Context: an optimization exercise on an open-source flow, tuned for small area and a short achievable clock period. The choices shown serve that exercise and are no tape-out recipe. RTL that was checked went through simulation tests only; none was proved equivalent to the original. Function not checked in run 6: the RTL went through the layout flow alone. Power is estimated from default activity; no workload was simulated.

<file path="flow/flow/run.sh">
#!/bin/bash
# The standard layout, with the ports buffered by the smallest buffer (the resizer sizes
# them up where timing needs it) instead of buffer_ports' default delay buffer.
set -euo pipefail
bash standard.sh synth > synth.log 2>&1
export BUFFER_PORTS_ARGS="-buffer_cell sky130_fd_sc_hd__buf_1"
bash standard.sh finish > layout.log 2>&1
</file>
<file path="flow/standard.sh">
#!/bin/bash
# synth_recipe.tcl (not shown) runs the flow's synth.tcl, then flattens the netlist and writes it again
# the make line also repeats each setting of config.mk as NAME=value (left out here)
make -C /OpenROAD-flow-scripts/flow DESIGN_CONFIG=/design/flow/config.mk WORK_HOME=/design/flow/orfs CLKGATE_MAP_FILE= SYNTH_SCRIPT=/design/flow/synth_recipe.tcl "${@:-finish}"
</file>
<file path="flow/config.mk">
export PLATFORM = sky130hd
export DESIGN_NAME = ALU_Pipeline
export DESIGN_NICKNAME = ALU_Pipeline
export VERILOG_FILES = /design/flow/design.v
export SDC_FILE = /design/flow/constraint.sdc
export NUM_CORES = 4
export LEC_CHECK = 0
export ABC_AREA = 1
export CAP_MARGIN = 20
export CORE_MARGIN = 2
export CORE_UTILIZATION = 55
export CTS_BUF_LIST = sky130_fd_sc_hd__clkbuf_4 sky130_fd_sc_hd__clkbuf_8
export PLACE_DENSITY = 0.8
export SETUP_SLACK_MARGIN = 4.5
export SLEW_MARGIN = 20
</file>
<file path="flow/constraint.sdc">
create_clock -name core_clock -period 7.0 [get_ports {clk}]
set_input_delay 1.4000 -clock core_clock [delete_from_list [all_inputs] [get_ports {clk}]]
set_output_delay 1.4000 -clock core_clock [all_outputs]
set_load 0.01 [all_outputs]
</file>
<file path="flow/design.v">
module ALUPre #(parameter int NS1 = 1) (
  input  logic [31:0] A, B,
  input  logic [6:0] funct7,
  input  logic [2:0] funct3,
  output logic [31:0] X, Y,
  output logic cin, add,
  output logic [4-NS1:0] shamt,
  output logic fill
);
  logic [31:0] F, X0;
  logic [31:0] s [0:NS1];
  logic sub, arith, shift, sll, k11, k10, k01, k00;
  assign sll   = (funct3 == 3'b001);
  assign shift = ~funct3[1] & funct3[0];    
  assign arith = (funct3 == 3'b000);        
  assign sub   = funct7[5];
  assign fill  = sub & A[31];
  assign k11 = sub | funct3[1] | funct3[0];
  assign k10 = funct3[0] ? ~funct3[1] : ~sub;
  assign k01 = ~sub & ~funct3[0];
  assign k00 = sub & ~funct3[0];
  always_comb
    for (int i = 0; i < 32; i++)
      F[i] = B[i] ? (A[i] ? k11 : k01) : (A[i] ? k10 : k00);
  always_comb
    for (int i = 0; i < 32; i++) X0[i] = sll ? A[31-i] : F[i];
  assign s[0] = X0;
  genvar l;
  generate
    for (l = 0; l < NS1; l++) begin : sh
      localparam int D = 16 >> l;
      assign s[l+1] = (B[4-l] & shift) ? {{D{fill}}, s[l][31:D]} : s[l];
    end
  endgenerate
  assign X = s[NS1];
  assign Y = A;
  assign add = arith;
  assign cin = arith & sub;
  assign shamt = B[4-NS1:0];
endmodule
module ALU #(parameter int NS1 = 1) (
  input  logic [31:0] X, Y,
  input  logic cin, add,
  input  logic [4-NS1:0] shamt,
  input  logic fill, sel_sum, sel_r, sel_l,
  output logic [31:0] Result,
  output logic Zero, Carry, Overflow
);
  logic [32:0] c;
  logic [31:0] zt, sum;
  logic [31:0] g0, p0;
  logic [31:0] t [0:5-NS1];
  logic [31:0] S;
  logic zadd;
  logic [31:0] g;
  assign g = Y & ~X & {32{add}};
  assign g0 = {g[31:1], g[0] | (X[0] & cin)};
  assign p0 = X | g;
  logic [31:0] G [0:9];
  logic [31:0] P [0:9];
  always_comb begin
    G[0] = g0;
    P[0] = p0;
    for (int k = 0; k < 5; k++) begin
      G[k+1] = G[k];
      P[k+1] = P[k];
      for (int i = 0; i < 32; i++)
        if ((i % (2 << k)) == (2 << k) - 1) begin
          G[k+1][i] = G[k][i] | (P[k][i] & G[k][i - (1 << k)]);
          P[k+1][i] = P[k][i] & P[k][i - (1 << k)];
        end
    end
    for (int k = 3; k >= 0; k--) begin
      G[9-k] = G[8-k];
      P[9-k] = P[8-k];
      for (int i = 0; i < 32; i++)
        if ((i % (2 << k)) == (1 << k) - 1 && i >= (2 << k)) begin
          G[9-k][i] = G[8-k][i] | (P[8-k][i] & G[8-k][i - (1 << k)]);
          P[9-k][i] = P[8-k][i] & P[8-k][i - (1 << k)];
        end
    end
  end
  assign c = {G[9], cin};
  assign sum = X ^ c[31:0];
  assign zt = X ^ {p0[30:0], cin};
  assign zadd = ~|zt;
  genvar l;
  assign t[0] = X;
  generate
    for (l = 0; l < 5 - NS1; l++) begin : sh
      localparam int D = 1 << (4 - NS1 - l);
      assign t[l+1] = shamt[4-NS1-l] ? {{D{fill}}, t[l][31:D]} : t[l];
    end
  endgenerate
  assign S = t[5-NS1];
  always_comb
    for (int k = 0; k < 32; k++)
      Result[k] = (sel_r & S[k]) | (sel_l & S[31-k]) | (sel_sum & sum[k]);
  assign Zero = ((sel_r | sel_l) & ~|S) | (sel_sum & zadd) | ~(sel_r | sel_l | sel_sum);
  assign Carry = sel_sum & (c[32] ^ cin);
  assign Overflow = sel_sum & (c[32] ^ c[31]);
endmodule
module ALUControl(
  input  logic [6:0] funct7,
  input  logic [2:0] funct3,
  input  logic [6:0] opcode,
  output logic sel_sum,   
  output logic sel_r,     
  output logic sel_l      
);
  logic rtype, f7z, f7s;
  assign rtype = (opcode == 7'b0110011);
  assign f7z   = rtype & (funct7 == 7'b0000000);
  assign f7s   = rtype & (funct7 == 7'b0100000);
  assign sel_sum = ((f7z | f7s) & (funct3 == 3'b000))
                 | (f7z & funct3[2] & ~funct3[0])        
                 | (f7z & (funct3 == 3'b111));           
  assign sel_r = (f7z | f7s) & (funct3 == 3'b101);
  assign sel_l = f7z & (funct3 == 3'b001);
endmodule
module InstructionDecoder(
  input  logic [31:0] instruction,
  output logic [6:0]  opcode,
  output logic [2:0]  funct3,
  output logic [6:0]  funct7
);
  assign opcode = instruction[6:0];
  assign funct3 = instruction[14:12];
  assign funct7 = instruction[31:25];
endmodule
module ALU_Pipeline(
  input  logic clk, rst,
  input  logic [31:0] A_in, B_in,
  input  logic [31:0] instr_in,
  output logic [31:0] Result_out,
  output logic Zero_out, Carry_out, Overflow_out, Negative_out
);
  localparam int NS1 = 0;
  logic [6:0] opcode, funct7;
  logic [2:0] funct3;
  logic [31:0] X_d, Y_d;
  logic cin_d, add_d, fill_d, sel_sum_d, sel_r_d, sel_l_d;
  logic [4-NS1:0] shamt_d;
  logic [31:0] X_reg, Y_reg;
  logic cin_reg, add_reg, fill_reg, sel_sum_reg, sel_r_reg, sel_l_reg;
  logic [4-NS1:0] shamt_reg;
  logic [31:0] Result_comb;
  logic Zero_comb, Carry_comb, Overflow_comb;
  InstructionDecoder decoder (
    .instruction(instr_in),
    .opcode(opcode),
    .funct3(funct3),
    .funct7(funct7)
  );
  ALUControl control (
    .opcode(opcode), .funct3(funct3), .funct7(funct7),
    .sel_sum(sel_sum_d), .sel_r(sel_r_d), .sel_l(sel_l_d)
  );
  ALUPre #(.NS1(NS1)) pre (
    .A(A_in), .B(B_in), .funct7(funct7), .funct3(funct3),
    .X(X_d), .Y(Y_d), .cin(cin_d), .add(add_d), .shamt(shamt_d), .fill(fill_d)
  );
  always_ff @(posedge clk or posedge rst) begin
    if (rst) begin
      sel_sum_reg <= 0;
      sel_r_reg <= 0;
      sel_l_reg <= 0;
    end else begin
      sel_sum_reg <= sel_sum_d;
      sel_r_reg <= sel_r_d;
      sel_l_reg <= sel_l_d;
    end
  end
  always_ff @(posedge clk) begin
    X_reg <= X_d;
    Y_reg <= Y_d;
    cin_reg <= cin_d;
    add_reg <= add_d;
    shamt_reg <= shamt_d;
    fill_reg <= fill_d;
  end
  ALU #(.NS1(NS1)) alu_inst (
    .X(X_reg), .Y(Y_reg), .cin(cin_reg), .add(add_reg), .shamt(shamt_reg), .fill(fill_reg),
    .sel_sum(sel_sum_reg), .sel_r(sel_r_reg), .sel_l(sel_l_reg),
    .Result(Result_comb),
    .Zero(Zero_comb),
    .Carry(Carry_comb),
    .Overflow(Overflow_comb)
  );
  always_ff @(posedge clk or posedge rst) begin
    if (rst) begin
      Result_out <= 0;
      Zero_out <= 0;
      Carry_out <= 0;
      Overflow_out <= 0;
    end else begin
      Result_out <= Result_comb;
      Zero_out <= Zero_comb;
      Carry_out <= Carry_comb;
      Overflow_out <= Overflow_comb;
    end
  end
  assign Negative_out = Result_out[31];
endmodule
</file>
==> out/results.md, run 1 <==
• number of max-capacitance violations reported: 0
• yosys synthesis warning count: 7
• area added between synthesis and finish: 13.4%
• final routed DRC violation total: 0
• clock latency (worst-skew pair): 0.40 ns
• met1 global-route usage: 45.2%
• Post-synth ARST share: 34.5%
• Nets: 1395
• share of total power in sequential cells: 44.4%
• flip-flop and latch count after synthesis: 110
• CTS Root Cell: sky130_fd_sc_hd__clkbuf_8
• All-Layer GR Usage: 33.2%
• distinct cell type count of the synthesized netlist: 47
• Sw Share: 37.4%
• Core Footprint: 13800 sq um
• Comb power frac: 30.6%
• outcome: timing/DRC/antenna clean
• Worst Max-Slew Pin Slew: 0.936 ns
• commonest non-fill, non-tap cells in the layout: sky130_fd_sc_hd__nand2_1 (320), sky130_fd_sc_hd__inv_1 (122), sky130_fd_sc_hd__buf_1 (116)
• cell-internal power: 1.01 mW
• Critical Path Source Type: flip-flop
• number of vias in the routed layout: 8654
• cell leakage power: 4.02 nW
• maximum clock skew at final layout: 0.0138 ns
• clock sink count: 110
• I/O pin count: 134
• switching power: 0.602 mW
• Tmin final: 2.53 ns
• unrepaired setup endpoints after global routing: true
• standard-cell row count: 43
• portion of total power attributed to the clock network: 25.0%
• share of the clock period used by the worst path: 36.1%
• total power divided by cell area: 184 nW/um^2
• detailed-routing iteration count for the pre-antenna-repair pass: 5
• post-route ant nets: 0
• maximum number of pins on one net before global-route repair: 66
• met3 Usage GRT: 6.04%
• # setup viols final: 0
• path class of the lowest-slack min-delay path: reg -> reg
• nature of the critical path endpoint: flip-flop
• Min Hold Slack: 0.517 ns
• number of cells in the finished layout apart from fillers: 1481
• clock tree from TritonCTS: done
• GR Util met2: 50.8%
• die area: 15000 sq um
• Critical Path AT: 2.86 ns
• cts bufs inserted: 9
• number of enable-type register cells in the synthesized netlist: 0
• height of the die: 122 um
• synthesized area: 7700 sq um
• Peak Freq: 396 MHz
• ratio of routed vias to standard cells: 5.84
• Placer Congestion: 1.01
• peak supply drop: 0.000122 V
• Clk pin slew, worst setup/hold paths: 0.10 ns
• Detailed Place HPWL: 18300 um
• GRT Max-Usage Layer: met2
• final-report hold violation count: 0
• total wire length after detailed routing: 25400 um
• Max clock buf depth: 2
• horizontal extent of the die: 122 um
• number of global-route vias before repair: 7359
• total of hold buffers inserted after clock tree synthesis: 0
• htree depth: 3
• sequential fraction of the synthesis area: 31.1%
• worst path required time: 7.34 ns
• summed negative setup slack over all endpoints: 0 ns
• antenna violations before repair: 0
• Cells after Synth: 1200
• routed length per instance: 17.1 um
• Antenna Cells: 0
• effective utilization at floorplan: 55.9%
• Post-Synthesis Net Count: 1299
• kind of critical path: reg -> reg
• fraction of final layout cells with drive strength greater than 1: 9.53%
• maximum net fanout on the critical path: 24
• Slew Limit Headroom: 37.5%
• GRT overflow: 0
• Pins Over Slew Limit: 0
• Iter 0 DRT Violations: 835
• most common cell after layout, fill and taps aside: sky130_fd_sc_hd__nand2_1
• primary flip-flop cell chosen by synthesis mapping: sky130_fd_sc_hd__dfxtp_1
• Post-Syn Area per Cell: 6.42 sq um
• number of cells in the design after placement: 1442
• number of input and output port buffers inserted: 118
• wire length of the first global-routing pass: 38000 um
timing repair:
action | in CTS | in global routing
gates resized for setup | 18 | 52
gates cloned | 4 | 3
setup endpoints to repair | 66 | 36
buffers inserted | 9 | 7
pin swaps | 1 | 8
cells in the mapped netlist, types with 13 or more instances:
library cell / number / area [sq um]
sky130_fd_sc_hd__a21oi_1: 74 / 370
sky130_fd_sc_hd__a31oi_1: 34 / 213
sky130_fd_sc_hd__clkbuf_1: 39 / 146
sky130_fd_sc_hd__dfrtp_1: 38 / 951
sky130_fd_sc_hd__dfxtp_1: 72 / 1440
sky130_fd_sc_hd__inv_1: 125 / 469
sky130_fd_sc_hd__nand2_1: 327 / 1230
sky130_fd_sc_hd__nand3_1: 68 / 340
sky130_fd_sc_hd__nor2_1: 74 / 278
sky130_fd_sc_hd__o211ai_1: 39 / 293
sky130_fd_sc_hd__o21ai_0: 114 / 571
sky130_fd_sc_hd__o21ai_1: 40 / 200
sky130_fd_sc_hd__o221ai_1: 25 / 219
sky130_fd_sc_hd__o22ai_1: 13 / 81.3
layout make-up:
class,instances,area [sq um]
flip-flops and latches,110,2400
repair buffers,143,712
inverters,135,527
clock buffers,12,146
clock inverters,4,53.8
repair inverters,3,22.5
fillers,1350,5040
well taps,180,225
multi-input cells,894,4640
worst max-delay path, stage by stage (launching register included):
cell and delay, ns:
sky130_fd_sc_hd__dfrtp_2 0.71, sky130_fd_sc_hd__inv_1 0.43, sky130_fd_sc_hd__a2111o_1 0.48, sky130_fd_sc_hd__nor4_1 0.34, sky130_fd_sc_hd__a41oi_1 0.34, sky130_fd_sc_hd__nand2_1 0.15
logic make-up after synthesis:
kind of cell | Yosys count | synth area share (%)
flops | 110 | 31.1
fa+ha+maj | 1 | 0.162
buf+inv | 197 | 10.5
compound gates | 364 | 28.2
mux | 12 | 1.56
simple gates | 508 | 27.5
xor+xnor | 8 | 0.910
per-stage QoR:
step           total power [mW]  utilization (%)  area (sq um)  worst slack [ns]
2_1_floorplan              1.04                -          7720              4.52
3_3_place_gp               1.16             59.0          8130              3.54
3_5_place_dp               1.17             59.0          8130              3.49
4_1_cts                    1.57             61.6          8490              4.44
5_1_grt                    1.69             63.4          8730              4.44
6_report                   1.61             63.4          8730              4.47
power groups by stage:
stage | clock [mW] | combinational, mW | sequential (mW)
finish | 0.402 | 0.492 | 0.714
global route | 0.429 | 0.545 | 0.718
global placement | 0 | 0.438 | 0.724
detailed placement | 0 | 0.443 | 0.725
CTS | 0.404 | 0.458 | 0.711
floorplan | 0 | 0.338 | 0.699
per-layer routing:
layer | vias to the layer above | routed length [um] | part of all wire, %
met5 | - | 0 | 0
met4 | 0 | 1130 | 4.5
met3 | 64 | 2250 | 8.9
met2 | 422 | 11300 | 45
met1 | 3908 | 10600 | 42
li1 | 4260 | - | -
final timing paths:
path                                   from              to  slack, ns  depth (start not counted)
worst min-delay path              sel_r_reg   Result_out[2]       0.52                          2
worst max-delay path            sel_sum_reg        Zero_out       4.47                          5
worst max register to register  sel_sum_reg        Zero_out       4.47                          5
min in group asynchronous               rst  Result_out[29]       1.06                          3
worst min register to register    sel_r_reg   Result_out[2]       0.52                          2
max in group asynchronous               rst     sel_sum_reg       5.60                          3
==> run 2, diff against run 1 <==
--- a/flow/flow/run.sh
+++ b/flow/flow/run.sh
@@ -4,4 +4,5 @@
 set -euo pipefail
 bash standard.sh synth > synth.log 2>&1
 export BUFFER_PORTS_ARGS="-buffer_cell sky130_fd_sc_hd__buf_1"
+export SKIP_GATE_CLONING=1
 bash standard.sh finish > layout.log 2>&1
--- a/flow/config.mk
+++ b/flow/config.mk
@@ -8,7 +8,7 @@
 export ABC_AREA = 1
 export CAP_MARGIN = 20
 export CORE_MARGIN = 2
-export CORE_UTILIZATION = 55
+export CORE_UTILIZATION = 40
 export CTS_BUF_LIST = sky130_fd_sc_hd__clkbuf_4 sky130_fd_sc_hd__clkbuf_8
 export PLACE_DENSITY = 0.8
 export SETUP_SLACK_MARGIN = 4.5
==> out/results.md, run 2 <==
• outcome: timing/DRC/antenna clean, unchanged
• Min Hold Slack: 0.535 ns, was 0.517 ns
• number of enable-type register cells in the synthesized netlist: 0, unchanged
• number of cells in the finished layout apart from fillers: 1527, was 1481
• Detailed Place HPWL: 19600 um, was 18300 um
• kind of critical path: reg -> reg, unchanged
• met3 Usage GRT: 4.46%, was 6.04%
• peak supply drop: 0.0000884 V, was 0.000122 V
• endpoint of the most critical register-to-register path: Result_out[27], was Zero_out
• GRT Max-Usage Layer: met2, unchanged
• Peak Freq: 418 MHz, was 396 MHz
• maximum clock skew at final layout: 0.0115 ns, was 0.0138 ns
• area added between synthesis and finish: 12.6%, was 13.4%
• maximum net fanout on the critical path: 11, was 24
• final-report hold violation count: 0, unchanged
• Clk pin slew, worst setup/hold paths: 0.10 ns, about the same
• summed negative setup slack over all endpoints: 0 ns, unchanged
• die area: 20400 sq um, was 15000 sq um
• dominant cell by count in the synthesized netlist: sky130_fd_sc_hd__nand2_1, unchanged
• Pins Over Slew Limit: 0, unchanged
• number of global-route vias before repair: 7404, was 7359
• worst path required time: 7.30 ns, was 7.34 ns
• cell leakage power: 3.97 nW, was 4.02 nW
• Iter 0 DRT Violations: 881, was 835
• end of the critical path: Result_out[27], was Zero_out
• GRT overflow: 0, unchanged
• number of input and output port buffers inserted: 118, unchanged
• routed length per instance: 16.9 um, was 17.1 um
• primary flip-flop cell chosen by synthesis mapping: sky130_fd_sc_hd__dfxtp_1, unchanged
• antenna violations before repair: 0, unchanged
• Critical Path Source Type: flip-flop, unchanged
• r2r setup slk: 4.61 ns, was 4.47 ns
• number of cells in the design after placement: 1498, was 1442
• most common cell after layout, fill and taps aside: sky130_fd_sc_hd__nand2_1, unchanged
• commonest cells in the netlist: sky130_fd_sc_hd__nand2_1 (327), sky130_fd_sc_hd__inv_1 (125), sky130_fd_sc_hd__o21ai_0 (114), unchanged
• share of the clock period used by the worst path: 34.1%, was 36.1%
• wire length of the first global-routing pass: 39200 um, was 38000 um
• cts bufs inserted: 9, unchanged
• cell types with the largest area share after synthesis: sky130_fd_sc_hd__dfxtp_1 (19%), sky130_fd_sc_hd__nand2_1 (16%), sky130_fd_sc_hd__dfrtp_1 (12%), unchanged
• unrepaired setup endpoints after global routing: true, unchanged
• number of vias in the routed layout: 8494, was 8654
• commonest non-fill, non-tap cells in the layout: sky130_fd_sc_hd__nand2_1 (323), sky130_fd_sc_hd__inv_1 (122), sky130_fd_sc_hd__buf_1 (116), was sky130_fd_sc_hd__nand2_1 (320), sky130_fd_sc_hd__inv_1 (122), sky130_fd_sc_hd__buf_1 (116)
• Comb power frac: 30.9%, was 30.6%
• share of the synthesized area in the top cell type: 18.7%, unchanged
• Placer Congestion: 1.00, was 1.01
• clock sink count: 110, unchanged
• fraction of final layout cells with drive strength greater than 1: 7.97%, was 9.53%
• path class of the lowest-slack min-delay path: reg -> reg, unchanged
• clock latency (worst-skew pair): 0.41 ns, was 0.40 ns
• I/O pin count: 134, unchanged
• number of max-capacitance violations reported: 0, unchanged
• met1 global-route usage: 35.5%, was 45.2%
• ratio of routed vias to standard cells: 5.56, was 5.84
• clock tree from TritonCTS: done, unchanged
• Nets: 1387, was 1395
• final routed DRC violation total: 0, unchanged
• post-layout util: 46.2%, was 63.4%
• # setup viols final: 0, unchanged
• Worst Max-Slew Pin Slew: 0.912 ns, was 0.936 ns
• GR Util met2: 38.0%, was 50.8%
• yosys synthesis warning count: 7, unchanged
• detailed-routing iteration count for the pre-antenna-repair pass: 6, was 5
• Max clock buf depth: 2, unchanged
• switching power: 0.600 mW, was 0.602 mW
• Core Footprint: 18800 sq um, was 13800 sq um
• Worst Hold Launch: sel_r_reg, unchanged
• Post-Synthesis Net Count: 1299, unchanged
• maximum number of pins on one net before global-route repair: 66, unchanged
• worst reg-to-reg path cell count: 15, was 5
• Critical Path AT: 2.69 ns, was 2.86 ns
• CTS Root Cell: sky130_fd_sc_hd__clkbuf_8, unchanged
• standard-cell row count: 50, was 43
• total power divided by cell area: 180 nW/um^2, was 184 nW/um^2
• R2R Path Start: add_reg, was sel_sum_reg
• height of the die: 143 um, was 122 um
• All-Layer GR Usage: 25.0%, was 33.2%
• total wire length after detailed routing: 25800 um, was 25400 um
• post-route ant nets: 0, unchanged
• Antenna Cells: 0, unchanged
• horizontal extent of the die: 143 um, was 122 um
• sequential fraction of the synthesis area: 31.1%, unchanged
• effective utilization at floorplan: 41.0%, was 55.9%
• Post-Syn Area per Cell: 6.42 sq um, unchanged
• share of total power in sequential cells: 45.7%, was 44.4%
• Post-synth ARST share: 34.5%, unchanged
• synthesized area: 7700 sq um, unchanged
• post-synth top area cell: sky130_fd_sc_hd__dfxtp_1, unchanged
• portion of total power attributed to the clock network: 23.4%, was 25.0%
• nature of the critical path endpoint: flip-flop, unchanged
• Tmin final: 2.39 ns, was 2.53 ns
• Cells after Synth: 1200, unchanged
• htree depth: 3, unchanged
• Slew Limit Headroom: 39.1%, was 37.5%
• critical path launch point: add_reg, was sel_sum_reg
• cell-internal power: 0.962 mW, was 1.01 mW
• flip-flop and latch count after synthesis: 110, unchanged
• Sw Share: 38.4%, was 37.4%
• distinct cell type count of the synthesized netlist: 47, unchanged
[run 2: per-stage QoR]
step	area, sq um	power [mW]	setup slack (ns)
6_report	8670	1.56	4.61
5_1_grt	8670	1.66	4.45
4_1_cts	8530	1.55	4.50
3_5_place_dp	8210	1.17	3.42
3_3_place_gp	8210	1.17	3.54
2_1_floorplan	7720	1.04	4.52
[run 2: worst min-delay path by stage]
stage	endpoint	cells after the start	slack [ns]
2_1_floorplan	Result_out[2]	2	0.46
3_3_place_gp	Result_out[2]	2	0.52
3_5_place_dp	Result_out[2]	2	0.54
4_1_cts	Result_out[2]	2	0.56
5_1_grt	Result_out[2]	2	0.57
6_report	Result_out[2]	2	0.54
[run 2: layout make-up]
type | instances | area [sq um]
inverter | 135 | 527
sequential | 110 | 2400
multi-input combinational | 893 | 4570
clock buffer | 10 | 138
timing repair buffer | 139 | 693
clock inverter | 6 | 42.5
tap | 234 | 293
fill | 1944 | 10100
[run 2: power groups by stage]
stage | clock (mW) | sequential [mW] | combinational (mW)
6_report | 0.365 | 0.714 | 0.483
5_1_grt | 0.400 | 0.718 | 0.539
4_1_cts | 0.377 | 0.711 | 0.462
3_5_place_dp | 0 | 0.725 | 0.449
3_3_place_gp | 0 | 0.724 | 0.443
2_1_floorplan | 0 | 0.699 | 0.338
[run 2: timing repair]
action / in CTS / in global routing
gates resized for setup: 12 / 29
hold buffers: 0 / 0
setup endpoints to repair: 66 / 35
endpoints found under the hold margin: 0 / 0
pin swaps: 1 / 0
buffers inserted: 9 / 4
[run 2: per-layer routing]
metal | vias to the layer above | wire (um)
met3 | 39 | 1960
met4 | 0 | 650
met5 | - | 0
li1 | 4235 | -
met1 | 3880 | 11700
met2 | 340 | 11500
[run 2: cells by family after synthesis]
logic type      after synthesis  share of synthesized area (%)
flops                       110                           31.1
compound gates              364                           28.2
fa+ha+maj                     1                          0.162
simple gates                508                           27.5
mux                          12                           1.56
xor+xnor                      8                          0.910
buf+inv                     197                           10.5
[run 2: worst max-delay path: stages, from the launching register on]
cell                       delay (ns)
sky130_fd_sc_hd__dfxtp_2         0.34
sky130_fd_sc_hd__buf_12          0.14
sky130_fd_sc_hd__buf_8           0.15
sky130_fd_sc_hd__a21oi_1         0.35
sky130_fd_sc_hd__a21oi_1         0.10
sky130_fd_sc_hd__nand2_1         0.08
sky130_fd_sc_hd__a31oi_1         0.09
sky130_fd_sc_hd__a21oi_2         0.26
sky130_fd_sc_hd__nand2_2         0.13
sky130_fd_sc_hd__nand2_1         0.08
sky130_fd_sc_hd__nand2_1         0.06
sky130_fd_sc_hd__nand3_1         0.08
sky130_fd_sc_hd__nand2_1         0.07
sky130_fd_sc_hd__nand2_1         0.06
sky130_fd_sc_hd__nand2_1         0.05
sky130_fd_sc_hd__o21bai_1        0.22
==> run 3, diff against run 2 <==
--- a/flow/flow/run.sh
+++ b/flow/flow/run.sh
@@ -5,4 +5,5 @@
 bash standard.sh synth > synth.log 2>&1
 export BUFFER_PORTS_ARGS="-buffer_cell sky130_fd_sc_hd__buf_1"
 export SKIP_GATE_CLONING=1
+export SKIP_LAST_GASP=1
 bash standard.sh finish > layout.log 2>&1
==> out/results.md, run 3 <==
• post-synth top area cell: sky130_fd_sc_hd__dfxtp_1, unchanged
• multi-input gate area in the final layout: 4570 sq um, unchanged
• detailed-routing iteration count for the pre-antenna-repair pass: 6, unchanged
• clock sink count: 110, unchanged
• total power divided by cell area: 180 nW/um^2, unchanged
• sequential fraction of the synthesis area: 31.1%, unchanged
• Post-Syn Area per Cell: 6.42 sq um, unchanged
• flip-flop and latch count after synthesis: 110, unchanged
• htree depth: 3, unchanged
• number of global-route vias before repair: 7404, unchanged
• effective utilization at floorplan: 41.0%, unchanged
• Tmin final: 2.39 ns, unchanged
• Core Footprint: 18800 sq um, unchanged
• summed negative setup slack over all endpoints: 0 ns, unchanged
• # setup viols final: 0, unchanged
• outcome: timing/DRC/antenna clean, unchanged
• Max clock buf depth: 2, unchanged
• Filler cells: 1944, unchanged
• height of the die: 143 um, unchanged
• final-report hold violation count: 0, unchanged
• maximum clock skew at final layout: 0.0115 ns, unchanged
• distinct cell type count of the synthesized netlist: 47, unchanged
• wire length of the first global-routing pass: 39200 um, unchanged
• number of vias in the routed layout: 8494, unchanged
• fraction of final layout cells with drive strength greater than 1: 7.97%, unchanged
• r2r setup slk: 4.61 ns, about the same
• share of the synthesized area in the top cell type: 18.7%, unchanged
• I/O pin count: 134, unchanged
• Post-synth ARST share: 34.5%, unchanged
• Clk pin slew, worst setup/hold paths: 0.10 ns, about the same
• maximum number of pins on one net before global-route repair: 66, unchanged
• cts bufs inserted: 9, unchanged
• end of the critical path: Result_out[27], unchanged
• clock latency (worst-skew pair): 0.41 ns, about the same
• total wire length after detailed routing: 25800 um, unchanged
• Slew Limit Headroom: 39.1%, unchanged
• path class of the lowest-slack min-delay path: reg -> reg, unchanged
• horizontal extent of the die: 143 um, unchanged
• Nets: 1387, unchanged
• number of max-capacitance violations reported: 0, unchanged
• kind of critical path: reg -> reg, unchanged
• die area: 20400 sq um, unchanged
• nature of the critical path endpoint: flip-flop, unchanged
• area added between synthesis and finish: 12.6%, unchanged
• synthesized area: 7700 sq um, unchanged
• R2R Path Start: add_reg, unchanged
• number of cells in the design after placement: 1498, unchanged
• Cells after Synth: 1200, unchanged
• yosys synthesis warning count: 7, unchanged
• peak supply drop: 0.0000884 V, unchanged
• endpoint of the most critical register-to-register path: Result_out[27], unchanged
• commonest non-fill, non-tap cells in the layout: sky130_fd_sc_hd__nand2_1 (323), sky130_fd_sc_hd__inv_1 (122), sky130_fd_sc_hd__buf_1 (116), unchanged
• Pins Over Slew Limit: 0, unchanged
• final routed DRC violation total: 0, unchanged
• Worst Max-Slew Pin Slew: 0.912 ns, unchanged
• primary flip-flop cell chosen by synthesis mapping: sky130_fd_sc_hd__dfxtp_1, unchanged
• share of the clock period used by the worst path: 34.1%, unchanged
• worst reg-to-reg path cell count: 15, unchanged
• ratio of routed vias to standard cells: 5.56, unchanged
• Placer Congestion: 1.00, unchanged
• worst path required time: 7.30 ns, about the same
• Critical Path Source Type: flip-flop, unchanged
• CTS Root Cell: sky130_fd_sc_hd__clkbuf_8, unchanged
• unrepaired setup endpoints after global routing: true, unchanged
• total of hold buffers inserted after clock tree synthesis: 0, unchanged
• maximum net fanout on the critical path: 11, unchanged
• commonest cells in the netlist: sky130_fd_sc_hd__nand2_1 (327), sky130_fd_sc_hd__inv_1 (125), sky130_fd_sc_hd__o21ai_0 (114), unchanged
• critical path launch point: add_reg, unchanged
• cell leakage power: 3.97 nW, unchanged
• Iter 0 DRT Violations: 881, unchanged
• Antenna Cells: 0, unchanged
• Critical Path AT: 2.69 ns, about the same
• standard-cell row count: 50, unchanged
• clock tree from TritonCTS: done, unchanged
• number of input and output port buffers inserted: 118, unchanged
• dominant cell by count in the synthesized netlist: sky130_fd_sc_hd__nand2_1, unchanged
• Post-Synthesis Net Count: 1299, unchanged
• number of cells in the finished layout apart from fillers: 1527, unchanged
• routed length per instance: 16.9 um, unchanged
• post-layout util: 46.2%, unchanged
• number of enable-type register cells in the synthesized netlist: 0, unchanged
• GRT overflow: 0, unchanged
• All-Layer GR Usage: 25.0%, unchanged
• most common cell after layout, fill and taps aside: sky130_fd_sc_hd__nand2_1, unchanged
• Peak Freq: 418 MHz, unchanged
• Detailed Place HPWL: 19600 um, unchanged
• cell types with the largest area share after synthesis: sky130_fd_sc_hd__dfxtp_1 (19%), sky130_fd_sc_hd__nand2_1 (16%), sky130_fd_sc_hd__dfrtp_1 (12%), unchanged
• post-route ant nets: 0, unchanged
• storage element area: 2400 sq um, unchanged
• antenna violations before repair: 0, unchanged
## run 3: critical path, cell delays in order, from the launching register on
cell and delay [ns]:
sky130_fd_sc_hd__dfxtp_2 0.34, sky130_fd_sc_hd__buf_12 0.14, sky130_fd_sc_hd__buf_8 0.15, sky130_fd_sc_hd__a21oi_1 0.35
sky130_fd_sc_hd__a21oi_1 0.10, sky130_fd_sc_hd__nand2_1 0.08, sky130_fd_sc_hd__a31oi_1 0.09, sky130_fd_sc_hd__a21oi_2 0.26
sky130_fd_sc_hd__nand2_2 0.13, sky130_fd_sc_hd__nand2_1 0.08, sky130_fd_sc_hd__nand2_1 0.06, sky130_fd_sc_hd__nand3_1 0.08
sky130_fd_sc_hd__nand2_1 0.07, sky130_fd_sc_hd__nand2_1 0.06, sky130_fd_sc_hd__nand2_1 0.05, sky130_fd_sc_hd__o21bai_1 0.22
## run 3: through the flow
step / total power, mW / worst slack, ns / hold slack, ns / area [sq um]
2_1_floorplan: 1.04 / 4.52 / 0.459 / 7720
3_3_place_gp: 1.17 / 3.54 / 0.517 / 8210
3_5_place_dp: 1.17 / 3.42 / 0.538 / 8210
4_1_cts: 1.55 / 4.50 / 0.559 / 8530
5_1_grt: 1.66 / 4.45 / 0.574 / 8670
6_report: 1.56 / 4.61 / 0.535 / 8670
## run 3: worst min path at each step
stage | end | start | depth (start not counted)
floorplan | Result_out[2] | sel_r_reg | 2
finish | Result_out[2] | sel_r_reg | 2
global route | Result_out[2] | sel_r_reg | 2
global placement | Result_out[2] | sel_r_reg | 2
CTS | Result_out[2] | sel_r_reg | 2
detailed placement | Result_out[2] | sel_r_reg | 2
## run 3: cell families after synthesis
kind of cell | after synthesis | synth area share, %
adders and majority gates | 1 | 0.162
muxes | 12 | 1.56
AOI/OAI and AO/OA | 364 | 28.2
buffers and inverters | 197 | 10.5
DFF | 110 | 31.1
and+or+nand+nor | 508 | 27.5
xor gates and xnor gates | 8 | 0.910
## run 3: final cells by class
class,count,share of cell area (%)
clock buffer,10,1.59
clock inverter,6,0.491
inverter,135,6.08
multi-input combinational,893,52.8
sequential,110,27.7
tap,234,3.38
timing repair buffer,139,8.00
## run 3: metal layers
layer	global-route usage, %	share of wire (%)	vias to the layer above	routed length, um
li1	-	-	4235	-
met2	38.0	45	340	11500
met5	0	0	-	0
met1	35.5	45	3880	11700
met3	4.46	7.6	39	1960
met4	8.96	2.5	0	650
## run 3: where the power goes
| part | internal [mW] | total [mW] | switching [mW] |
|---|---|---|---|
| Sequential | 0.664 | 0.714 | 0.0500 |
| Combinational | 0.157 | 0.483 | 0.326 |
| Clock | 0.141 | 0.365 | 0.223 |
| Total | 0.962 | 1.56 | 0.600 |
## run 3: what timing repair did
action,4_1_cts,5_1_grt
resized for setup,12,29
pin swaps,1,0
setup buffers,9,4
setup endpoints to repair,66,35
==> run 4, diff against run 3 <==
--- a/flow/flow/run.sh
+++ b/flow/flow/run.sh
@@ -4,6 +4,4 @@
 set -euo pipefail
 bash standard.sh synth > synth.log 2>&1
 export BUFFER_PORTS_ARGS="-buffer_cell sky130_fd_sc_hd__buf_1"
-export SKIP_GATE_CLONING=1
-export SKIP_LAST_GASP=1
 bash standard.sh finish > layout.log 2>&1
==> out/results.md, run 4 <==
• Post-Synthesis Net Count: 1299, unchanged
• horizontal extent of the die: 143 um, unchanged
• cell leakage power: 3.98 nW, was 3.97 nW
• path class of the lowest-slack min-delay path: reg -> reg, unchanged
• cts bufs inserted: 9, unchanged
• clock latency (worst-skew pair): 0.40 ns, was 0.41 ns
• Sw Share: 38.6%, was 38.4%
• synthesized area: 7700 sq um, unchanged
• antenna violations before repair: 0, unchanged
• cell-internal power: 0.965 mW, was 0.962 mW
• total power divided by cell area: 180 nW/um^2, about the same
• Placer Congestion: 1.00, unchanged
• Max clock buf depth: 2, unchanged
• number of vias in the routed layout: 8566, was 8494
• number of global-route vias before repair: 7426, was 7404
• Buf+Inv Stages, Crit Path: 2, unchanged
• wire length of the first global-routing pass: 39400 um, was 39200 um
• nature of the critical path endpoint: flip-flop, unchanged
• power after layout: 1.57 mW, was 1.56 mW
• endpoint of the most critical register-to-register path: Result_out[27], unchanged
• Peak Freq: 413 MHz, was 418 MHz
• Min Hold Slack: 0.539 ns, was 0.535 ns
• ratio of routed vias to standard cells: 5.59, was 5.56
• list of cells traversed by the critical path: buf_2, nor2_4, clkinv_4, nor2_4, a21oi_1, o21ai_0, o21ai_0, was buf_12, buf_8, a21oi_1, a21oi_1, nand2_1, a31oi_1, a21oi_2, nand2_2, nand2_1, nand2_1, nand3_1, nand2_1, nand2_1, nand2_1, o21bai_1
• worst path required time: 7.27 ns, was 7.30 ns
• number of max-capacitance violations reported: 0, unchanged
• clock sink count: 110, unchanged
• top layer reached by signal wires: met4, unchanged
• worst reg-to-reg path cell count: 15, unchanged
• Post-Syn Area per Cell: 6.42 sq um, unchanged
• outcome: timing/DRC/antenna clean, unchanged
• Post-synth ARST share: 34.5%, unchanged
• Worst Max-Slew Pin Slew: 0.922 ns, was 0.912 ns
• Clk pin slew, worst setup/hold paths: 0.10 ns, about the same
• count of cells along the worst hold path: 2, unchanged
• switching power: 0.606 mW, was 0.600 mW
• fraction of final layout cells with drive strength greater than 1: 9.31%, was 7.97%
• post-layout util: 46.6%, was 46.2%
• # setup viols final: 0, unchanged
• htree depth: 3, unchanged
• Tmin final: 2.42 ns, was 2.39 ns
• Antenna Cells: 0, unchanged
• cell area reported after detailed placement: 8210 sq um, unchanged
• All-Layer GR Usage: 25.1%, was 25.0%
• unrepaired setup endpoints after global routing: true, unchanged
• Comb power frac: 31.3%, was 30.9%
• slowest cell on the critical path: sky130_fd_sc_hd__o21ai_0, was sky130_fd_sc_hd__a21oi_1
• total wire length after detailed routing: 26300 um, was 25800 um
• commonest non-fill, non-tap cells in the layout: sky130_fd_sc_hd__nand2_1 (320), sky130_fd_sc_hd__inv_1 (122), sky130_fd_sc_hd__buf_1 (116), was sky130_fd_sc_hd__nand2_1 (323), sky130_fd_sc_hd__inv_1 (122), sky130_fd_sc_hd__buf_1 (116)
• number of enable-type register cells in the synthesized netlist: 0, unchanged
• R2R Path Start: add_reg, unchanged
• maximum net fanout on the critical path: 10, was 11
• cell types with the largest area share after synthesis: sky130_fd_sc_hd__dfxtp_1 (19%), sky130_fd_sc_hd__nand2_1 (16%), sky130_fd_sc_hd__dfrtp_1 (12%), unchanged
• number of cells in the design after placement: 1498, unchanged
• Critical Path AT: 2.69 ns, about the same
• Pins Over Slew Limit: 0, unchanged
• WP depth: 7, was 15
• post-synth top area cell: sky130_fd_sc_hd__dfxtp_1, unchanged
• Critical Path Source Type: input port, was flip-flop
• most common cell after layout, fill and taps aside: sky130_fd_sc_hd__nand2_1, unchanged
• met3 routed WL: 2020 um, was 1960 um
• dominant cell by count in the synthesized netlist: sky130_fd_sc_hd__nand2_1, unchanged
• Cells after Synth: 1200, unchanged
• dominant delay contributor by cell family on the critical path: compound AO/OA/AOI/OAI gates, unchanged
• peak supply drop: 0.0000901 V, was 0.0000884 V
• standard-cell row count: 50, unchanged
• sequential fraction of the synthesis area: 31.1%, unchanged
• Worst Hold Launch: sel_r_reg, unchanged
• I/O pin count: 134, unchanged
• Met2 Routed Length: 11600 um, was 11500 um
• final-report hold violation count: 0, unchanged
• share of total power in sequential cells: 45.5%, was 45.7%
• min setup slack post-route: 4.58 ns, was 4.61 ns
• Nets: 1393, was 1387
• commonest cells in the netlist: sky130_fd_sc_hd__nand2_1 (327), sky130_fd_sc_hd__inv_1 (125), sky130_fd_sc_hd__o21ai_0 (114), unchanged
• effective utilization at floorplan: 41.0%, unchanged
• CTS Root Cell: sky130_fd_sc_hd__clkbuf_8, unchanged
• number of input and output port buffers inserted: 118, unchanged
• metal1 wirelength: 11800 um, was 11700 um
• Slew Limit Headroom: 38.5%, was 39.1%
• distinct cell type count of the synthesized netlist: 47, unchanged
• summed negative setup slack over all endpoints: 0 ns, unchanged
• yosys synthesis warning count: 7, unchanged
• post-route ant nets: 0, unchanged
• area added between synthesis and finish: 13.7%, was 12.6%
• height of the die: 143 um, unchanged
• Detailed Place HPWL: 19600 um, unchanged
• worst stage delay on the critical path: 0.36 ns, was 0.35 ns
• maximum number of pins on one net before global-route repair: 66, unchanged
• detailed-routing iteration count for the pre-antenna-repair pass: 5, was 6
• post-placement worst setup slack: 3.42 ns, unchanged
• Iter 0 DRT Violations: 847, was 881
• primary flip-flop cell chosen by synthesis mapping: sky130_fd_sc_hd__dfxtp_1, unchanged
• kind of critical path: in -> reg, was reg -> reg
• area of all placed cells without fillers: 8750 sq um, was 8670 sq um
• GRT overflow: 0, unchanged
• number of cells in the finished layout apart from fillers: 1533, was 1527
• share of the synthesized area in the top cell type: 18.7%, unchanged
• flip-flop and latch count after synthesis: 110, unchanged
• final routed DRC violation total: 0, unchanged
• maximum clock skew at final layout: 0.0121 ns, was 0.0115 ns
• Core Footprint: 18800 sq um, unchanged
• clock tree from TritonCTS: done, unchanged
• r2r setup slk: 4.60 ns, was 4.61 ns
• portion of total power attributed to the clock network: 23.2%, was 23.4%
• endpoint of the worst hold-timing path: Result_out[2], unchanged
• die area: 20400 sq um, unchanged
• share of the clock period used by the worst path: 34.6%, was 34.1%
• routed length per instance: 17.2 um, was 16.9 um
==> run 4: power by group through the flow <==
stage          logic (mW)  clock network [mW]  registers (mW)
2_1_floorplan       0.338                   0           0.699
3_3_place_gp        0.443                   0           0.724
3_5_place_dp        0.449                   0           0.725
4_1_cts             0.461               0.377           0.711
5_1_grt             0.547               0.400           0.719
6_report            0.492               0.365           0.714
==> run 4: repair_timing <==
| action | CTS | global route |
|---|---|---|
| gates resized for setup | 16 | 49 |
| hold buffers | 0 | 0 |
| pin swaps | 1 | 0 |
| buffers inserted | 6 | 6 |
| gates cloned | 3 | 4 |
| setup endpoints to repair | 66 | 35 |
==> run 4: per-layer routing <==
layer / global-route usage (%) / vias up
met5: 0 / -
li1: - / 4254
met2: 37.9 / 362
met4: 10.1 / 0
met3: 4.53 / 50
met1: 35.5 / 3900
==> run 4: cell type report <==
cell class                      instances  area, sq um
Clock buffer                           10          138
Clock inverter                          6         42.5
Fill cell                            1939        10000
Inverter                              135          527
Multi-Input combinational cell        894         4630
Sequential cell                       110         2400
Tap cell                              234          293
Timing Repair Buffer                  141          694
Timing Repair inverter                  3         22.5
==> run 4: logic make-up (layout without fill, tap and decap cells) <==
logic type / count (synthesis) / after routing / share of synthesized area [%]
compound gates: 364 / 364 / 28.2
simple gates: 508 / 509 / 27.5
mux: 12 / 12 / 1.56
fa+ha+maj: 1 / 1 / 0.162
buf+inv: 197 / 295 / 10.5
flops: 110 / 110 / 31.1
xor+xnor: 8 / 8 / 0.910
==> run 4: worst max-delay path by stage <==
stage,startpoint,endpoint,slack (ns)
floorplan,instr_in[12],X_reg[0],4.52
global placement,instr_in[12],X_reg[30],3.54
detailed placement,instr_in[12],X_reg[30],3.42
CTS,add_reg,Result_out[23],4.50
global route,shamt_reg[2],Zero_out,4.46
finish,instr_in[12],X_reg[8],4.58
==> run 4: tightest hold or removal path: cells and delay by family, from the launching register on <==
kind | cells | cell delay [ns]
AOI/OAI and AO/OA | 1 | 0.07
and+or+nand+nor | 1 | 0.06
DFF | 1 | 0.37
==> run 5, diff against run 4 <==
--- a/flow/config.mk
+++ b/flow/config.mk
@@ -10,6 +10,7 @@
 export CORE_MARGIN = 2
 export CORE_UTILIZATION = 40
 export CTS_BUF_LIST = sky130_fd_sc_hd__clkbuf_4 sky130_fd_sc_hd__clkbuf_8
+export GPL_ROUTABILITY_DRIVEN = 0
 export PLACE_DENSITY = 0.8
 export SETUP_SLACK_MARGIN = 4.5
 export SLEW_MARGIN = 20
==> out/results.md, run 5 <==
• outcome: timing/DRC/antenna clean, unchanged
• Post-Syn Area per Cell: 6.42 sq um, unchanged
• Clk pin slew, worst setup/hold paths: 0.11 ns, was 0.10 ns
• number of vias in the routed layout: 8768, was 8566
• slowest cell on the critical path: sky130_fd_sc_hd__dfrtp_2, was sky130_fd_sc_hd__o21ai_0
• die area: 20400 sq um, unchanged
• antenna violations before repair: 1, was 0
• Min Hold Slack: 0.547 ns, was 0.539 ns
• yosys synthesis warning count: 7, unchanged
• fraction of the mapped netlist area in adder cells: 0.163%, unchanged
• share of the clock period used by the worst path: 35.3%, was 34.6%
• distinct cell type count of the synthesized netlist: 47, unchanged
• maximum number of pins on one net before global-route repair: 66, unchanged
• Peak Freq: 404 MHz, was 413 MHz
• clock tree from TritonCTS: done, unchanged
• Cells after Synth: 1200, unchanged
• Detailed Place HPWL: 18400 um, was 19600 um
• power after layout: 1.61 mW, was 1.57 mW
• Post-synth ARST share: 34.5%, unchanged
• Iter 0 DRT Violations: 1196, was 847
• CTS Root Cell: sky130_fd_sc_hd__clkbuf_8, unchanged
• R2R Path Start: sel_sum_reg, was add_reg
• height of the die: 143 um, unchanged
• synthesized area: 7700 sq um, unchanged
• fraction of final layout cells with drive strength greater than 1: 9.08%, was 9.31%
• dominant combinational cell family by area after synthesis: compound AO/OA/AOI/OAI gates, unchanged
• wire length of the first global-routing pass: 38600 um, was 39400 um
• ratio of routed vias to standard cells: 5.72, was 5.59
• effective utilization at floorplan: 41.0%, unchanged
• total power divided by cell area: 183 nW/um^2, was 180 nW/um^2
• commonest cells in the netlist: sky130_fd_sc_hd__nand2_1 (327), sky130_fd_sc_hd__inv_1 (125), sky130_fd_sc_hd__o21ai_0 (114), unchanged
• mux contribution to synthesized area: 1.56%, unchanged
• All-Layer GR Usage: 24.0%, was 25.1%
• final-report hold violation count: 0, unchanged
• multi-input gate area in the final layout: 4610 sq um, was 4630 sq um
• kind of critical path: reg -> reg, was in -> reg
• GRT overflow: 0, unchanged
• unrepaired setup endpoints after global routing: true, unchanged
• total of hold buffers inserted after clock tree synthesis: 0, unchanged
• maximum clock skew at final layout: 0.0118 ns, was 0.0121 ns
• worst stage delay on the critical path: 0.70 ns, was 0.36 ns
• post-route ant nets: 0, unchanged
• standard-cell row count: 50, unchanged
• Slew Limit Headroom: 37.9%, was 38.5%
• Worst Hold Launch: sel_r_reg, unchanged
• worst path required time: 7.33 ns, was 7.27 ns
• I/O pin count: 134, unchanged
• Filler cells: 1928, was 1939
• number of input and output port buffers inserted: 118, unchanged
• detailed-routing iteration count for the pre-antenna-repair pass: 7, was 5
• # setup viols final: 0, unchanged
• path class of the lowest-slack min-delay path: reg -> reg, unchanged
• cts bufs inserted: 9, unchanged
• list of cells traversed by the critical path: inv_1, a2111o_1, nor4_1, a41oi_1, nand2_1, was buf_2, nor2_4, clkinv_4, nor2_4, a21oi_1, o21ai_0, o21ai_0
• clock latency (worst-skew pair): 0.40 ns, about the same
• commonest non-fill, non-tap cells in the layout: sky130_fd_sc_hd__nand2_1 (318), sky130_fd_sc_hd__inv_1 (122), sky130_fd_sc_hd__buf_1 (116), was sky130_fd_sc_hd__nand2_1 (320), sky130_fd_sc_hd__inv_1 (122), sky130_fd_sc_hd__buf_1 (116)
• number of enable-type register cells in the synthesized netlist: 0, unchanged
• nature of the critical path endpoint: flip-flop, unchanged
• Core Footprint: 18800 sq um, unchanged
• count of cells along the worst hold path: 2, unchanged
• number of global-route vias before repair: 7560, was 7426
• Post-Synth XOR/XNOR Area: 0.910%, unchanged
• Tmin final: 2.47 ns, was 2.42 ns
• Critical Path Source Type: flip-flop, was input port
• Critical Path AT: 2.80 ns, was 2.69 ns
• Pins Over Slew Limit: 0, unchanged
• endpoint of the worst hold-timing path: Result_out[2], unchanged
• number of max-capacitance violations reported: 0, unchanged
• Max clock buf depth: 2, unchanged
• horizontal extent of the die: 143 um, unchanged
• Nets: 1393, unchanged
• maximum net fanout on the critical path: 24, was 10
• total wire length after detailed routing: 25000 um, was 26300 um
• storage element area: 2400 sq um, unchanged
• Post-Synthesis Net Count: 1299, unchanged
• routed length per instance: 16.3 um, was 17.2 um
• final routed DRC violation total: 0, unchanged
• endpoint of the most critical register-to-register path: Zero_out, was Result_out[27]
• worst reg-to-reg path cell count: 5, was 15
• most common cell after layout, fill and taps aside: sky130_fd_sc_hd__nand2_1, unchanged
• peak supply drop: 0.000115 V, was 0.0000901 V
• cell types with the largest area share after synthesis: sky130_fd_sc_hd__dfxtp_1 (19%), sky130_fd_sc_hd__nand2_1 (16%), sky130_fd_sc_hd__dfrtp_1 (12%), unchanged
• flip-flop and latch count after synthesis: 110, unchanged
• post-layout util: 46.7%, was 46.6%
• summed negative setup slack over all endpoints: 0 ns, unchanged
• post-synth top area cell: sky130_fd_sc_hd__dfxtp_1, unchanged
• Worst Max-Slew Pin Slew: 0.931 ns, was 0.922 ns
• primary flip-flop cell chosen by synthesis mapping: sky130_fd_sc_hd__dfxtp_1, unchanged
• compound-cell area share of the yosys netlist: 28.2%, unchanged
• basic-gate share of the synthesized area counting and, or, nand and nor cells: 27.5%, unchanged
• sequential fraction of the synthesis area: 31.1%, unchanged
• dominant cell by count in the synthesized netlist: sky130_fd_sc_hd__nand2_1, unchanged
• clock sink count: 110, unchanged
• share of the synthesized area in the top cell type: 18.7%, unchanged
• r2r setup slk: 4.53 ns, was 4.60 ns
• cell leakage power: 3.99 nW, was 3.98 nW
• htree depth: 3, unchanged
• area added between synthesis and finish: 13.8%, was 13.7%
==> run 5: timing repair <==
item                                    4_1_cts  5_1_grt
buffers inserted                              7        9
pin swaps                                     1        6
endpoints found under the setup margin       66       45
resized for setup                            20       35
gates cloned                                  4        2
==> run 5: kinds of logic after synthesis <==
kind of cell,Yosys count
xor gates and xnor gates,8
muxes,12
DFF,110
AOI/OAI and AO/OA,364
buffers and inverters,197
and+or+nand+nor,508
adders and majority gates,1
==> run 5: how the worst max path moves through the flow <==
| stage | start | endpoint | slack, ns | cells after the start |
|---|---|---|---|---|
| final | sel_sum_reg | Zero_out | 4.53 | 5 |
| after global routing | shamt_reg[4] | Zero_out | 4.40 | 16 |
| after CTS | shamt_reg[4] | Zero_out | 4.51 | 13 |
| after detailed placement | instr_in[12] | X_reg[18] | 3.50 | 6 |
| after global placement | instr_in[12] | X_reg[30] | 3.57 | 6 |
| after floorplan | instr_in[12] | X_reg[0] | 4.52 | 6 |
==> run 5: final cells by class <==
| type | count | area share [%] |
|---|---|---|
| Timing Repair inverter | 3 | 0.228 |
| Clock inverter | 6 | 0.914 |
| Tap cell | 234 | 3.34 |
| Multi-Input combinational cell | 894 | 52.6 |
| Clock buffer | 10 | 1.50 |
| Antenna cell | 1 | 0.0286 |
| Sequential cell | 110 | 27.4 |
| Timing Repair Buffer | 141 | 7.98 |
| Inverter | 135 | 6.01 |
==> run 5: routing by layer <==
| metal | GRT usage (%) | share of wire (%) |
|---|---|---|
| met1 | 33.2 | 43 |
| met2 | 36.8 | 44 |
| met3 | 5.30 | 9.9 |
| met4 | 9.02 | 3.5 |
| met5 | 0 | 0 |
==> run 5: power breakdown <==
part	leakage [nW]	switching, mW	total [mW]	internal [mW]
combinational	2.75	0.323	0.485	0.162
clock	0.106	0.228	0.404	0.176
sequential	1.13	0.0530	0.716	0.663
==> run 5: through the flow <==
stage / instances / setup slack (ns) / cell area (sq um)
after floorplan: 1200 / 4.52 / 7720
after global placement: 1495 / 3.57 / 8190
after detailed placement: 1495 / 3.50 / 8190
after CTS: 1522 / 4.51 / 8560
after global routing: 1533 / 4.40 / 8760
final: 1534 / 4.53 / 8760
==> run 5: worst max-delay path: cells and delay by family, from the launching register on <==
family                 cells  cell delay (ns)
AOI/OAI and AO/OA          2             0.81
DFF                        1             0.70
and+or+nand+nor            2             0.44
buffers and inverters      1             0.43
==> run 6, diff against run 5 <==
--- a/flow/design.v
+++ b/flow/design.v
@@ -82,8 +82,6 @@
   end
   assign c = {G[9], cin};
   assign sum = X ^ c[31:0];
-  assign zt = X ^ {p0[30:0], cin};
-  assign zadd = ~|zt;
   genvar l;
   assign t[0] = X;
   generate
@@ -96,7 +94,7 @@
   always_comb
     for (int k = 0; k < 32; k++)
       Result[k] = (sel_r & S[k]) | (sel_l & S[31-k]) | (sel_sum & sum[k]);
-  assign Zero = ((sel_r | sel_l) & ~|S) | (sel_sum & zadd) | ~(sel_r | sel_l | sel_sum);
+  assign Zero = ~|Result;
   assign Carry = sel_sum & (c[32] ^ cin);
   assign Overflow = sel_sum & (c[32] ^ c[31]);
 endmodule
--- a/flow/config.mk
+++ b/flow/config.mk
@@ -10,7 +10,6 @@
 export CORE_MARGIN = 2
 export CORE_UTILIZATION = 40
 export CTS_BUF_LIST = sky130_fd_sc_hd__clkbuf_4 sky130_fd_sc_hd__clkbuf_8
-export GPL_ROUTABILITY_DRIVEN = 0
 export PLACE_DENSITY = 0.8
 export SETUP_SLACK_MARGIN = 4.5
 export SLEW_MARGIN = 20
==> out/results.md, run 6 <==
• dominant cell by count in the synthesized netlist: sky130_fd_sc_hd__nand2_1, unchanged
• horizontal extent of the die: 141 um, was 143 um
• effective utilization at floorplan: 40.5%, was 41.0%
• worst stage delay on the critical path: 0.39 ns, was 0.70 ns
• routed length per instance: 16.6 um, was 16.3 um
• Tmin final: 2.54 ns, was 2.47 ns
• worst path required time: 7.33 ns, about the same
• number of vias in the routed layout: 9057, was 8768
• number of enable-type register cells in the synthesized netlist: 0, unchanged
• height of the die: 141 um, was 143 um
• GRT overflow: 0, unchanged
• detailed-routing iteration count for the pre-antenna-repair pass: 6, was 7
• Filler cells: 1895, was 1928
• final routed DRC violation total: 0, unchanged
• Placer Congestion: 0.937
• cell leakage power: 4.53 nW, was 3.99 nW
• storage element area: 2410 sq um, was 2400 sq um
• outcome: timing/DRC/antenna clean, unchanged
• primary flip-flop cell chosen by synthesis mapping: sky130_fd_sc_hd__dfxtp_1, unchanged
• maximum clock skew at final layout: 0.0259 ns, was 0.0118 ns
• Cells after Synth: 1235, was 1200
• share of the synthesized area in the top cell type: 19.1%, was 18.7%
• synthesized area: 7550 sq um, was 7700 sq um
• number of input and output port buffers inserted: 118, unchanged
• # setup viols final: 0, unchanged
• cts bufs inserted: 9, unchanged
• yosys synthesis warning count: 7, unchanged
• commonest cells in the netlist: sky130_fd_sc_hd__nand2_1 (336), sky130_fd_sc_hd__nand3_1 (265), sky130_fd_sc_hd__inv_1 (120), was sky130_fd_sc_hd__nand2_1 (327), sky130_fd_sc_hd__inv_1 (125), sky130_fd_sc_hd__o21ai_0 (114)
• number of max-capacitance violations reported: 0, unchanged
• summed negative setup slack over all endpoints: 0 ns, unchanged
• Peak Freq: 394 MHz, was 404 MHz
• clock tree from TritonCTS: done, unchanged
• number of global-route vias before repair: 7665, was 7560
• path class of the lowest-slack min-delay path: reg -> reg, unchanged
• peak supply drop: 0.0000875 V, was 0.000115 V
• htree depth: 3, unchanged
• count of cells along the worst hold path: 1, was 2
• R2R Path Start: shamt_reg[4], was sel_sum_reg
• maximum number of pins on one net before global-route repair: 63, was 66
• dominant delay contributor by cell family on the critical path: simple AND/OR/NAND/NOR gates, was compound AO/OA/AOI/OAI gates
• clock sink count: 110, unchanged
• Max clock buf depth: 2, unchanged
• distinct cell type count of the synthesized netlist: 36, was 47
• standard-cell row count: 50, unchanged
• Post-Synthesis Net Count: 1334, was 1299
• Detailed Place HPWL: 18000 um, was 18400 um
• All-Layer GR Usage: 24.8%, was 24.0%
• maximum net fanout on the critical path: 13, was 24
• kind of critical path: reg -> reg, unchanged
• antenna violations before repair: 0, was 1
• cell mode on critical path: sky130_fd_sc_hd__nand3_1
• Core Footprint: 18600 sq um, was 18800 sq um
• Iter 0 DRT Violations: 1120, was 1196
• total power divided by cell area: 167 nW/um^2, was 183 nW/um^2
• I/O pin count: 134, unchanged
• number of cells in the finished layout apart from fillers: 1592, was 1534
• Post-synth ARST share: 34.5%, unchanged
• Antenna Cells: 0, was 1
• Worst Hold Launch: cin_reg, was sel_r_reg
• post-layout util: 50.4%, was 46.7%
• Critical Path AT: 2.87 ns, was 2.80 ns
• flip-flop and latch count after synthesis: 110, unchanged
• area added between synthesis and finish: 24.4%, was 13.8%
• post-synth top area cell: sky130_fd_sc_hd__dfxtp_1, unchanged
• commonest non-fill, non-tap cells in the layout: sky130_fd_sc_hd__nand2_1 (293), sky130_fd_sc_hd__nand3_1 (239), sky130_fd_sc_hd__buf_1 (115), was sky130_fd_sc_hd__nand2_1 (318), sky130_fd_sc_hd__inv_1 (122), sky130_fd_sc_hd__buf_1 (116)
• endpoint of the most critical register-to-register path: Zero_out, unchanged
• multi-input gate area in the final layout: 5010 sq um, was 4610 sq um
• clock latency (worst-skew pair): 0.41 ns, was 0.40 ns
• Pins Over Slew Limit: 0, unchanged
• WP depth: 19, was 5
• final-report hold violation count: 0, unchanged
• Clk pin slew, worst setup/hold paths: 0.11 ns, about the same
• Slew Limit Headroom: 36.8%, was 37.9%
• Nets: 1454, was 1393
• sequential fraction of the synthesis area: 31.7%, was 31.1%
• endpoint of the worst hold-timing path: Carry_out, was Result_out[2]
• Buf+Inv Stages, Crit Path: 2, was 1
• cell types with the largest area share after synthesis: sky130_fd_sc_hd__dfxtp_1 (19%), sky130_fd_sc_hd__nand3_1 (18%), sky130_fd_sc_hd__nand2_1 (17%), was sky130_fd_sc_hd__dfxtp_1 (19%), sky130_fd_sc_hd__nand2_1 (16%), sky130_fd_sc_hd__dfrtp_1 (12%)
• nature of the critical path endpoint: flip-flop, unchanged
• total wire length after detailed routing: 26500 um, was 25000 um
• list of cells traversed by the critical path: clkbuf_16, buf_4, nand2_8, nand3_1, nand3_1, nand3_1, nand2_2, nand2_1, nand3_1, o21ai_2, nor2_2, nand2_1, nor2_2, nand3_1, nor2_1, nand3_1, nor2_2, nand2_2, nor3_2, was inv_1, a2111o_1, nor4_1, a41oi_1, nand2_1
• share of the clock period used by the worst path: 36.3%, was 35.3%
• power after layout: 1.57 mW, was 1.61 mW
• fraction of final layout cells with drive strength greater than 1: 16.9%, was 9.08%
• most common cell after layout, fill and taps aside: sky130_fd_sc_hd__nand2_1, unchanged
• Post-Syn Area per Cell: 6.12 sq um, was 6.42 sq um
• Worst Max-Slew Pin Slew: 0.948 ns, was 0.931 ns
• r2r setup slk: 4.46 ns, was 4.53 ns
• number of cells in the design after placement: 1531, was 1495
• wire length of the first global-routing pass: 39500 um, was 38600 um
• post-route ant nets: 0, unchanged
• slowest cell on the critical path: sky130_fd_sc_hd__dfxtp_4, was sky130_fd_sc_hd__dfrtp_2
• ratio of routed vias to standard cells: 5.69, was 5.72
• unrepaired setup endpoints after global routing: true, unchanged
• Critical Path Source Type: flip-flop, unchanged
• die area: 20000 sq um, was 20400 sq um
• CTS Root Cell: sky130_fd_sc_hd__clkbuf_8, unchanged
• worst reg-to-reg path cell count: 19, was 5
## run 6: changes by cell type in the layout (fill, tap and decap cells not counted), moves of 22 or more
| cell | previous run | this run |
|---|---|---|
| sky130_fd_sc_hd__o221ai_1 | 25 | 0 |
| sky130_fd_sc_hd__o21ai_1 | 45 | 15 |
| sky130_fd_sc_hd__nand3_1 | 64 | 239 |
| sky130_fd_sc_hd__nand2_1 | 318 | 293 |
| sky130_fd_sc_hd__o21ai_0 | 108 | 71 |
| sky130_fd_sc_hd__nand2_2 | 20 | 42 |
## run 6: final cells by class
| type | instances | area share (%) |
|---|---|---|
| sequential | 110 | 25.7 |
| clock inverter | 5 | 0.719 |
| clock buffer | 9 | 1.32 |
| tap | 234 | 3.11 |
| multi-input combinational | 941 | 53.2 |
| timing repair buffer | 164 | 10.2 |
| inverter | 125 | 5.43 |
| timing repair inverter | 4 | 0.293 |
## run 6: where the power goes
part	internal, mW	switching, mW	leakage, nW
sequential	0.663	0.0456	1.14
clock	0.168	0.239	0.0981
combinational	0.157	0.300	3.30
total	0.987	0.585	4.53
## run 6: worst max path at each step
stage | from | endpoint | slack (ns)
final | shamt_reg[4] | Zero_out | 4.46
after global routing | shamt_reg[3] | Zero_out | 4.30
after CTS | add_reg | Zero_out | 4.44
after detailed placement | shamt_reg[2] | Zero_out | 2.81
after global placement | shamt_reg[2] | Zero_out | 2.79
after floorplan | instr_in[6] | sel_sum_reg | 4.51
## run 6: per-stage QoR
step           cell area (sq um)  setup WS, ns  hold WS, ns
2_1_floorplan               7670          4.51        0.427
3_3_place_gp                8130          2.79        0.476
3_5_place_dp                8130          2.81        0.487
4_1_cts                     8730          4.44        0.501
5_1_grt                     9400          4.30        0.530
6_report                    9400          4.46        0.515
## run 6: kinds of logic after synthesis
kind of cell | Yosys count | synth area share, %
compound gates | 217 | 16.2
fa+ha+maj | 1 | 0.166
buf+inv | 187 | 9.84
flops | 110 | 31.7
simple gates | 720 | 42.1
## run 6: per-layer routing
layer	track usage [%]	share of wire, %
met1	34.6	41
met2	38.6	44
met3	4.35	10
met4	8.79	4.2
met5	0	0
## run 6: what timing repair did
item                                    4_1_cts  5_1_grt
endpoints found under the setup margin       67       19
resized for setup                            63      121
buffers inserted                             13       23
cloned                                        7        4
pin swaps                                     7       36
hold buffers                                  0        0

==> static timing again, ports no longer ideal <==
No port has a modelled driver above. Below, the same layouts with a new extraction and two added sets of constraints. Step 1 assumes that a clkbuf_16 drives the clock port and a buf_2 every other input. Step 2 moves the port delays by t, midway between the first and last clock arrival at a register: inputs arrive t later, outputs are due t later. That takes back most of the time a late clock gives input paths. Three values: ideal, step 1, step 2; two values: the first two.
run	t, ns	slack for setup (ns)	latest minus earliest clock arrival (ns)
run 1	0.433	4.473 / 4.473 / 4.100	0.015 / 0.014
run 2	0.440	4.610 / 4.610 / 4.219	0.012 / 0.011
run 3	0.440	4.610 / 4.610 / 4.219	0.012 / 0.011
run 4	0.438	4.577 / 4.595 / 4.157	0.012 / 0.012
run 5	0.437	4.526 / 4.526 / 4.202	0.012 / 0.012
run 6	0.440	4.460 / 4.460 / 4.160	0.029 / 0.029
After both steps every run listed still meets setup and hold. For run 4, which loses most, drivers alone change the setup slack by +0.018 ns; drivers and shift together by -0.420 ns.
